What follows belongs to an exercise in optimizing a design on an open flow for small area; a production flow would make more cautious choices.
Only simulation tests tie the RTL to the original design; equivalence was not proved.
Power is estimated from default activity; no workload was simulated.

==> flow/design.v <==
module filter_tap (
    input  wire [7:0] p0, p1, p2, p3,
    input  wire       sel,
    output wire [7:0] f
);
    wire [7:0] b = sel ? p1 : p2;
    wire [7:0] c = sel ? p2 : p1;
    wire [7:0] d = sel ? p3 : p0;
    wire n1, n2, n3, n4, n5, n6, n7, n8, n9, n10, n11, n12, n13, n14, n15, n16, n17, n18, n19, n20, n21, n22, n23, n24, n25, n26, n27, n28, n29, n30, n31, n32, n33, n34, n35, n36, n37, n38, n39, n40, n41, n42, n43, n44, n45, n46, n47, n48, n49, n50, n51, n52, n53, n54, n55, n56, n57, n58, n59, n60, n61, n62, n63, n64, n65, n66, n67, n68, n69, n70, n71, n72, n73, n74, n75, n76, n77, n78, n79, n80, n81, n82, n83, n84, n85, n86, n87, n88, n89, n90, n91, n92, n93, n94, n95, n96, n97, n98, n99, n100, n101, n102, n103, n104, n105, n106, n107, n108, n109, n110, n111, n112, n113, n114, n115, n116, n117, n118, n119, n120, n121, n122, n123, n124, n125, n126, n127, n128, n129, n130, n131, n132, n133, n134, n135, n136, n137, n138, n139, n140, n141, n142, n143, n144, n145, n146;
    assign n1 = ~c[3] ^ ~p0[1];
    assign n2 = ~c[3] & ~p0[1];
    assign n3 = b[0] ^ c[4] ^ p0[2];
    assign n4 = (b[0] & c[4]) | (b[0] & p0[2]) | (c[4] & p0[2]);
    assign n5 = b[3] ^ c[0] ^ c[1];
    assign n6 = (b[3] & c[0]) | (b[3] & c[1]) | (c[0] & c[1]);
    assign n7 = b[1] ^ c[5] ^ p0[3];
    assign n8 = (b[1] & c[5]) | (b[1] & p0[3]) | (c[5] & p0[3]);
    assign n9 = b[4] ^ c[1] ^ c[2];
    assign n10 = (b[4] & c[1]) | (b[4] & c[2]) | (c[1] & c[2]);
    assign n11 = b[2] ^ c[6] ^ p0[4];
    assign n12 = (b[2] & c[6]) | (b[2] & p0[4]) | (c[6] & p0[4]);
    assign n13 = b[5] ^ c[2] ^ c[3];
    assign n14 = (b[5] & c[2]) | (b[5] & c[3]) | (c[2] & c[3]);
    assign n15 = ~p3[4] ^ ~d[6];
    assign n16 = ~p3[4] & ~d[6];
    assign n17 = b[3] ^ c[7] ^ p0[5];
    assign n18 = (b[3] & c[7]) | (b[3] & p0[5]) | (c[7] & p0[5]);
    assign n19 = b[0] ^ b[6] ^ c[3];
    assign n20 = (b[0] & b[6]) | (b[0] & c[3]) | (b[6] & c[3]);
    assign n21 = p3[5] ^ d[7] ^ n17;
    assign n22 = (p3[5] & d[7]) | (p3[5] & n17) | (d[7] & n17);
    assign n23 = b[1] ^ b[7] ^ c[4];
    assign n24 = (b[1] & b[7]) | (b[1] & c[4]) | (b[7] & c[4]);
    assign n25 = b[4] ^ p0[6] ^ p3[6];
    assign n26 = (b[4] & p0[6]) | (b[4] & p3[6]) | (p0[6] & p3[6]);
    assign n27 = b[2] ^ c[5] ^ c[6];
    assign n28 = (b[2] & c[5]) | (b[2] & c[6]) | (c[5] & c[6]);
    assign n29 = ~b[5] ^ ~p0[7];
    assign n30 = ~b[5] & ~p0[7];
    assign n31 = b[3] ^ c[6];
    assign n32 = b[3] & c[6];
    assign n33 = ~c[2] ^ ~p0[0];
    assign n34 = ~c[2] & ~p0[0];
    assign n35 = b[2] ^ c[0] ^ n1;
    assign n36 = (b[2] & c[0]) | (b[2] & n1) | (c[0] & n1);
    assign n37 = ~p3[1] ^ ~d[3];
    assign n38 = ~p3[1] & ~d[3];
    assign n39 = p3[2] ^ d[4] ^ n3;
    assign n40 = (p3[2] & d[4]) | (p3[2] & n3) | (d[4] & n3);
    assign n41 = n5 ^ n2 ^ ~n39;
    assign n42 = (n5 & n2) | (n5 & ~n39) | (n2 & ~n39);
    assign n43 = p3[3] ^ d[5] ^ n7;
    assign n44 = (p3[3] & d[5]) | (p3[3] & n7) | (d[5] & n7);
    assign n45 = n9 ^ n6 ^ ~n4;
    assign n46 = (n9 & n6) | (n9 & ~n4) | (n6 & ~n4);
    assign n47 = n13 ^ n15 ^ n10;
    assign n48 = (n13 & n15) | (n13 & n10) | (n15 & n10);
    assign n49 = n11 ^ n8 ^ ~n47;
    assign n50 = (n11 & n8) | (n11 & ~n47) | (n8 & ~n47);
    assign n51 = c[4] ^ n19 ^ n14;
    assign n52 = (c[4] & n19) | (c[4] & n14) | (n19 & n14);
    assign n53 = n16 ^ n51 ^ ~n21;
    assign n54 = (n16 & n51) | (n16 & ~n21) | (n51 & ~n21);
    assign n55 = c[5] ^ n23 ^ n20;
    assign n56 = (c[5] & n23) | (c[5] & n20) | (n23 & n20);
    assign n57 = n25 ^ n18 ^ n22;
    assign n58 = (n25 & n18) | (n25 & n22) | (n18 & n22);
    assign n59 = n27 ^ n29 ^ n24;
    assign n60 = (n27 & n29) | (n27 & n24) | (n29 & n24);
    assign n61 = p3[7] ^ n26 ^ ~n59;
    assign n62 = (p3[7] & n26) | (p3[7] & ~n59) | (n26 & ~n59);
    assign n63 = c[7] ^ n31 ^ n28;
    assign n64 = (c[7] & n31) | (c[7] & n28) | (n31 & n28);
    assign n65 = n30 ^ n63 ^ ~b[6];
    assign n66 = (n30 & n63) | (n30 & ~b[6]) | (n63 & ~b[6]);
    assign n67 = b[4] ^ c[7] ^ n32;
    assign n68 = (b[4] & c[7]) | (b[4] & n32) | (c[7] & n32);
    assign n69 = ~c[1] ^ ~d[1];
    assign n70 = ~c[1] & ~d[1];
    assign n71 = b[1] ^ n33 ^ ~p3[0];
    assign n72 = (b[1] & n33) | (b[1] & ~p3[0]) | (n33 & ~p3[0]);
    assign n73 = n35 ^ n37 ^ n34;
    assign n74 = (n35 & n37) | (n35 & n34) | (n37 & n34);
    assign n75 = n41 ^ n36 ^ n38;
    assign n76 = (n41 & n36) | (n41 & n38) | (n36 & n38);
    assign n77 = n45 ^ n42 ^ ~n43;
    assign n78 = (n45 & n42) | (n45 & ~n43) | (n42 & ~n43);
    assign n79 = n49 ^ n44 ^ ~n46;
    assign n80 = (n49 & n44) | (n49 & ~n46) | (n44 & ~n46);
    assign n81 = n53 ^ n48 ^ ~n12;
    assign n82 = (n53 & n48) | (n53 & ~n12) | (n48 & ~n12);
    assign n83 = n55 ^ n52 ^ n54;
    assign n84 = (n55 & n52) | (n55 & n54) | (n52 & n54);
    assign n85 = n61 ^ n58 ^ ~n56;
    assign n86 = (n61 & n58) | (n61 & ~n56) | (n58 & ~n56);
    assign n87 = n65 ^ n60 ^ ~n62;
    assign n88 = (n65 & n60) | (n65 & ~n62) | (n60 & ~n62);
    assign n89 = n67 ^ n64 ^ n66;
    assign n90 = (n67 & n64) | (n67 & n66) | (n64 & n66);
    assign n91 = b[0] ^ n69;
    assign n92 = b[0] & n69;
    assign n93 = n71 ^ n70 ^ ~d[2];
    assign n94 = (n71 & n70) | (n71 & ~d[2]) | (n70 & ~d[2]);
    assign n95 = ~(n73 ^ n72);
    assign n96 = n73 | n72;
    assign n97 = ~(n75 ^ n74);
    assign n98 = n75 | n74;
    assign n99 = n77 ^ n76 ^ ~n40;
    assign n100 = (n77 & n76) | (n77 & ~n40) | (n76 & ~n40);
    assign n101 = ~(n78 ^ ~n79);
    assign n102 = n78 | ~n79;
    assign n103 = n50 ^ n80 ^ ~n81;
    assign n104 = (n50 & n80) | (n50 & ~n81) | (n80 & ~n81);
    assign n105 = n83 ^ n82 ^ ~n57;
    assign n106 = (n83 & n82) | (n83 & ~n57) | (n82 & ~n57);
    assign n107 = ~(n84 ^ ~n85);
    assign n108 = n84 | ~n85;
    assign n109 = ~(n87 ^ ~n86);
    assign n110 = n87 | ~n86;
    assign n111 = n89 ^ n88 ^ ~b[7];
    assign n112 = (n89 & n88) | (n89 & ~b[7]) | (n88 & ~b[7]);
    assign n113 = b[5] ^ n68 ^ n90;
    assign n114 = (b[5] & n68) | (b[5] & n90) | (n68 & n90);
    assign n115 = ~c[0] ^ ~d[0];
    assign n116 = ~c[0] & ~d[0];
    assign n117 = ~(n91 ^ n116);
    assign n118 = n91 | n116;
    assign n120 = (n93 & n92) | (n93 & n118) | (n92 & n118);
    assign n122 = (n95 & n94) | (n95 & n120) | (n94 & n120);
    assign n124 = (n97 & n96) | (n97 & n122) | (n96 & n122);
    assign n126 = (n99 & n98) | (n99 & n124) | (n98 & n124);
    assign n128 = (n101 & n100) | (n101 & n126) | (n100 & n126);
    assign n129 = ~n103 ^ n102 ^ n128;
    assign n130 = (~n103 & n102) | (~n103 & n128) | (n102 & n128);
    assign n131 = n105 ^ ~n104 ^ n130;
    assign n132 = (n105 & ~n104) | (n105 & n130) | (~n104 & n130);
    assign n133 = n107 ^ n106 ^ n132;
    assign n134 = (n107 & n106) | (n107 & n132) | (n106 & n132);
    assign n135 = n109 ^ n108 ^ n134;
    assign n136 = (n109 & n108) | (n109 & n134) | (n108 & n134);
    assign n137 = n111 ^ n110 ^ n136;
    assign n138 = (n111 & n110) | (n111 & n136) | (n110 & n136);
    assign n139 = n113 ^ n112 ^ n138;
    assign n140 = (n113 & n112) | (n113 & n138) | (n112 & n138);
    assign n141 = ~b[6] ^ n114 ^ n140;
    assign n142 = (~b[6] & n114) | (~b[6] & n140) | (n114 & n140);
    assign n143 = ~b[7] ^ b[6] ^ n142;
    assign n144 = (~b[7] & b[6]) | (~b[7] & n142) | (b[6] & n142);
    assign n145 = ~(b[7] ^ n144);
    assign n146 = b[7] | n144;
    wire [16:0] t = {~n146, n145, n143, n141, n139, n137, n135, n133, n131, n129, n127, n125, n123, n121, n119, n117, n115};
    wire neg = t[16];
    assign f = neg ? 8'd0 : t[15] ? 8'd255 : t[14:7];
endmodule
`timescale 1ns / 1ns
module top_upscaler #(
    parameter IMG_W = 64,
    parameter IMG_H = 216
)(
    input  wire        clk, rst,
    input  wire [23:0] pixel_in,
    input  wire        input_valid,
    output wire [23:0] pixel_out,
    output wire        output_valid
);
    localparam integer DEPTH = 2 * IMG_W;
    reg [1:0] ph;
    reg nph1;
    always @(posedge clk) begin
        if (rst) begin
            ph <= 2'd0; nph1 <= 1'b1;
        end else if (input_valid) begin
            ph <= {ph[0], ~(ph[0] | ph[1])};
            nph1 <= ~ph[0];
        end
    end
    wire se   = input_valid & ph[1];
    wire hold = ~input_valid | nph1;
    reg [1:0] vpipe;
    always @(posedge clk) begin
        if (rst) vpipe <= 2'b00;
        else     vpipe <= {vpipe[0], input_valid};
    end
    assign output_valid = vpipe[1];
    reg pol;
    always @(posedge clk) pol <= ~pol & ~rst;
    wire [23:0] din = pixel_in ^ {24{pol}};
    reg [DEPTH*24-1:0] lb;
    always @(posedge clk)
        lb <= ~(({DEPTH*24{hold}} | {lb[(DEPTH-1)*24-1:0], din}) & ({DEPTH*24{se}} | lb));
    wire [23:0] lb_out = lb[DEPTH*24-1 -: 24] ^ {24{pol}};
    reg [6:0] cnt;   
    reg full;
    always @(posedge clk) begin
        if (rst) begin
            cnt <= 0; full <= 1'b0;
        end else if (se) begin
            cnt <= cnt + 1'b1;
            if (&cnt) full <= 1'b1;
        end
    end
    wire se_w   = se & ~rst;
    wire se_c0  = se & full & ~rst;
    wire hold_w = hold & ~rst;
    reg [23:0] c0, c1, c2, c3;
    always @(posedge clk) begin
        c0 <= ({24{se_c0}} & lb_out) | ({24{hold_w}} & c0);
        c1 <= ({24{se_w}}  & c0)     | ({24{hold_w}} & c1);
        c2 <= ({24{se_w}}  & c1)     | ({24{hold_w}} & c2);
        c3 <= ({24{se_w}}  & c2)     | ({24{hold_w}} & c3);
    end
    wire sel = ph[0];
    wire [23:0] out;
    genvar k;
    generate
        for (k = 0; k < 3; k = k + 1) begin : ch
            wire [7:0] p0 = c3[8*k +: 8];
            wire [7:0] p1 = c2[8*k +: 8];
            wire [7:0] p2 = c1[8*k +: 8];
            wire [7:0] p3 = c0[8*k +: 8];
            wire [7:0] f;
            filter_tap ft (.p0(p0), .p1(p1), .p2(p2), .p3(p3), .sel(sel), .f(f));
            assign out[8*k +: 8] = (ph == 2'd0) ? p1 : f;
        end
    endgenerate
    reg [23:0] v;
    always @(posedge clk) v <= out;
    assign pixel_out = v;
endmodule
==> flow/flow/run.sh <==
#!/bin/bash
# The standard layout (standard.sh) with two changes, both through ORFS's own
# variables:
#  - port buffers are buf_1 (the standard flow's pick is clkdlybuf4s50_1);
#  - CTS puts clkbuf_8 at the leaves (clusters of up to 19 sinks within
#    70 um) under a clkbuf_16 root, with no dummy loads.
set -euo pipefail
export BUFFER_PORTS_ARGS="-buffer_cell sky130_fd_sc_hd__buf_1"
export CTS_ARGS="-sink_clustering_enable -repair_clock_nets -dont_use_dummy_load -sink_clustering_size 19 -sink_clustering_max_diameter 70 -buf_list sky130_fd_sc_hd__clkbuf_8 -root_buf sky130_fd_sc_hd__clkbuf_16"
bash standard.sh > standard.log 2>&1
==> flow/standard.sh <==
#!/bin/bash
# synth_recipe.tcl (not shown) runs the flow's synth.tcl, then flattens the netlist and writes it again
# the make line also repeats each setting of config.mk as NAME=value (left out here)
make -C /OpenROAD-flow-scripts/flow DESIGN_CONFIG=/design/flow/config.mk WORK_HOME=/design/flow/orfs CLKGATE_MAP_FILE= SYNTH_SCRIPT=/design/flow/synth_recipe.tcl "${@:-finish}"
==> flow/config.mk <==
export PLATFORM = sky130hd
export DESIGN_NAME = top_upscaler
export DESIGN_NICKNAME = top_upscaler
export VERILOG_FILES = /design/flow/design.v
export SDC_FILE = /design/flow/constraint.sdc
export NUM_CORES = 4
export LEC_CHECK = 0
export CAP_MARGIN = 20
export CORE_MARGIN = 2
export CORE_UTILIZATION = 70
export CTS_BUF_LIST = sky130_fd_sc_hd__clkbuf_16
export CTS_CLUSTER_DIAMETER = 100
export CTS_CLUSTER_SIZE = 30
export PLACE_DENSITY = 0.78
export SLEW_MARGIN = 20
==> flow/constraint.sdc <==
create_clock -name core_clock -period 13.0 [get_ports {clk}]
set_input_delay 2.6000 -clock core_clock [delete_from_list [all_inputs] [get_ports {clk}]]
set_output_delay 2.6000 -clock core_clock [all_outputs]
set_load 0.01 [all_outputs]
==> impl_metrics.yaml <==
pwr:
  pwr-share-seq_pct: 72.0
  ir_drop_mv: 0.159
  power_switching_uw: 6170
  internal_power_uw: 17000
  p_leak_uw: 0.0363
  p_comb_share_pct: 10.7
  pwr_density_cell_nw_per_um2: 240
  sw_frac_of_total_pct: 26.6
  power_frac_clock_pct: 17.3
clock_network:
  clockBufferDepth: 3
  clock_sinks: 3206
  postCtsSetupRepairBufs: 0
  htree_levels: 4
  clock_latency_ps: 790
  clk_pin_slew_worst_paths_ps: 100
  cts_tree: "yes"
  cts_resized: 0
  cts-root-buf: "clkbuf_16"
  cts_hold_buffers: 0
  cts-buffers-inserted: 191
critical_path:
  cp-end-kind: "register"
  cp-start-kind: "register"
  worstPathArrival_ps: 9470
  r2r_cells: 26
  worstReg2RegEnd: "v[0]"
  ff2ff_setup_slack_ps: 4270
  cp_data_required_time_ps: 13740
  path_max_fanout: 52
  r2r_start: "ph[0]"
  path_class: "register to register"
synthesis:
  ys_warn_count: 1
  synth.largest_area_cell: "dfxtp_1"
  ys_async_sr_fraction_pct: 0
  ys_top_cells_by_count: "3206 x dfxtp_1, 3072 x o22ai_1, 313 x buf_2, 244 x clkbuf_1, 207 x inv_1"
  ys_seq_elements: 3206
  yosysSeqAreaShare_pct: 68.1
  synth_cell_types: 42
  netlist_instances: 7789
  synth_most_common_cell: "dfxtp_1"
  syn_area_sq_um: 94200
  synth_ff_type: "dfxtp_1"
  yosys-top-cells-area: "dfxtp_1 68%, o22ai_1 20%, fa_1 3.4%"
  synth_edf_count: 0
  avgSynthCellArea_sq_um: 12.1
  synth_fp_nets: 8018
  yosysTopAreaCellShare_pct: 68.1
min_path:
  hold-path-endpoint: "lb[1385]"
  whs_path_depth: 1
  min_from: "lb[1361]"
  hp-class: "register to register"
drt:
  ant_nets: 0
  wirelength_mm: 148
  drt-wirelength-per-cell_um: 16.2
  via_per_inst: 6.18
  dr.pass1.iters: 8
  drc: 0
  drt-initial-drc-count: 3429
  dr_total_vias: 56400
die:
  initial_utilization_pct: 70.6
  io_pins: 52
  fp.dieArea_sq_um: 138000
  core_area_sq_um: 133000
  num_rows: 134
  die_w_um: 371
  die_h_um: 371
global_routing:
  track_usage_pct: 21.0
  grt_pass1_wl_mm: 252
  grt_max_degree: 269
  antenna_found_initial: 0
  grt_pass1_vias: 53400
  grt_overflow: 0
sta:
  clock_skew_ps: 83.4
  fin_crit_ps: 8730
  min_period_over_period_pct: 67.2
  holdWs_ps: 385
  hold_violations: 0
  tightest_slew_ps: 1210
  drv_slew: 0
  fmax_ghz: 0.115
  slew_headroom_pct: 19.1
  fin_setup_tns_ps: 0
  rsz0062_at_grt: "false"
  setup_viol: 0
layout:
  fillers: 9335
  synthToLayoutAreaGrowth_pct: 2.28
  antennaDiodeCount: 0
  layout-drive-gt1-share_pct: 3.63
  layout.nets: 7591
  final_cells: 9128
place:
  dpl.cell_count: 8936
  io_buffers: 51
  gp_congestion: 0.769
  hpwl_mm: 85.2
flow_run:
  max_cap_viol_count: 0
outcome:
  status: "finished clean"
[placed cells by master (no fill, tap or decap), types with 23 or more instances in the layout]
cell | synthesis | layout
mux2i_1 | 52 | 52
xor2_1 | 28 | 28
nand2_1 | 49 | 48
inv_1 | 207 | 207
o22ai_1 | 3072 | 3072
a22o_1 | 72 | 72
clkbuf_8 | 0 | 190
ha_1 | 43 | 43
buf_1 | 61 | 51
xnor2_1 | 26 | 26
dfxtp_1 | 3206 | 3204
o21ai_0 | 23 | 23
buf_4 | 101 | 37
fa_1 | 159 | 159
[state kept, by name (all words and copies together), names as in the netlist]
signal,flops
c0,24
c1,24
c2,24
c3,24
cnt,7
full,1
lb,3072
nph1,1
ph,2
pol,1
v,24
vpipe,2
[metal layers]
metal	global-route usage (%)	share of wire [%]
met1	30.5	50
met3	3.33	2.9
met4	5.27	1.8
met2	33.2	45
met5	0	0
[worst max-delay path, stage by stage, from the launching register on]
cell       delay [ps]
dfxtp_4           910
buf_4             570
mux2i_1           500
inv_1             130
fa_1              490
fa_1              490
inv_1              60
fa_1              520
inv_1              50
fa_1              470
inv_1              40
ha_1              310
a2111oi_0         390
nor3_1            130
fa_1              470
fa_1              470
fa_1              460
fa_1              430
inv_1              90
fa_1              200
fa_1              210
fa_1              270
fa_1              200
inv_1              50
ha_1              380
a211oi_1          310
a21o_1            120
[power groups by stage]
stage	sequential [uW]	combinational, uW	clock, uW
floorplan	16100	2100	0
global placement	16600	2260	0
detailed placement	16800	2510	0
CTS	16700	2520	4150
global route	17200	2890	4500
finish	16700	2480	4010
[logic make-up (layout without fill, tap and decap cells)]
kind of cell,Yosys count,after routing,share of synthesized area [%]
muxes,67,67,0.732
adders and majority gates,204,204,3.97
DFF,3206,3206,68.1
buffers and inverters,931,502,4.57
and+or+nand+nor,96,96,0.459
xor gates and xnor gates,54,54,0.502
AOI/OAI and AO/OA,3231,3231,21.7
[metrics by stage]
stage               util [%]  setup slack (ps)  cell area [sq um]  total power, uW
floorplan                  -              5290              94200            18200
global placement        70.2              4110              93700            18900
detailed placement      70.2              4100              93700            19400
CTS                     72.2              4130              96400            23300
global route            72.2              3730              96400            24600
finish                  72.2              4270              96400            23200
[cell type report]
cell class                      instances  area, sq um  share of cell area (%)
Sequential cell                      3206        64200                    66.6
Multi-Input combinational cell       3652        25800                    26.7
Clock buffer                          191         2640                    2.74
Timing Repair Buffer                  104          788                   0.818
Inverter                              207          777                   0.806
Tap cell                             1768         2210                    2.30
[worst max-delay path by stage]
stage           from     to  slack, ps  cells after the start
6_report       ph[0]   v[0]       4270                     26
4_1_cts        ph[0]   v[0]       4130                     26
3_3_place_gp   ph[0]   v[0]       4110                     26
3_5_place_dp   ph[0]   v[0]       4100                     26
2_1_floorplan  ph[0]  v[20]       5290                     25
5_1_grt        ph[0]   v[0]       3730                     26

re-timing with driven ports:
In the flow no input, the clock included, has a driving cell. The finished layout below was timed again as built, in two steps. Step 1, drivers: a clkbuf_16 drives clk and a buf_2 each remaining input, both assumed. Step 2 also shifts input and output timing later by t, the mid clock arrival at the registers, as if the neighbouring blocks saw the same clock. a / b / c = ideal / step 1 / step 2; a / b = the first two.
t (ns): 0.827
setup slack, ns: 4.269 / 4.269 / 4.269
hold WS [ns]: 0.385 / 0.385 / 0.385
worst setup path at the end: register to register
pins driven straight from the clock port: 1
After both steps setup and hold are still met in this run. The setup slack of this run moves by 0.000 ns with the drivers and by 0.000 ns with both steps.
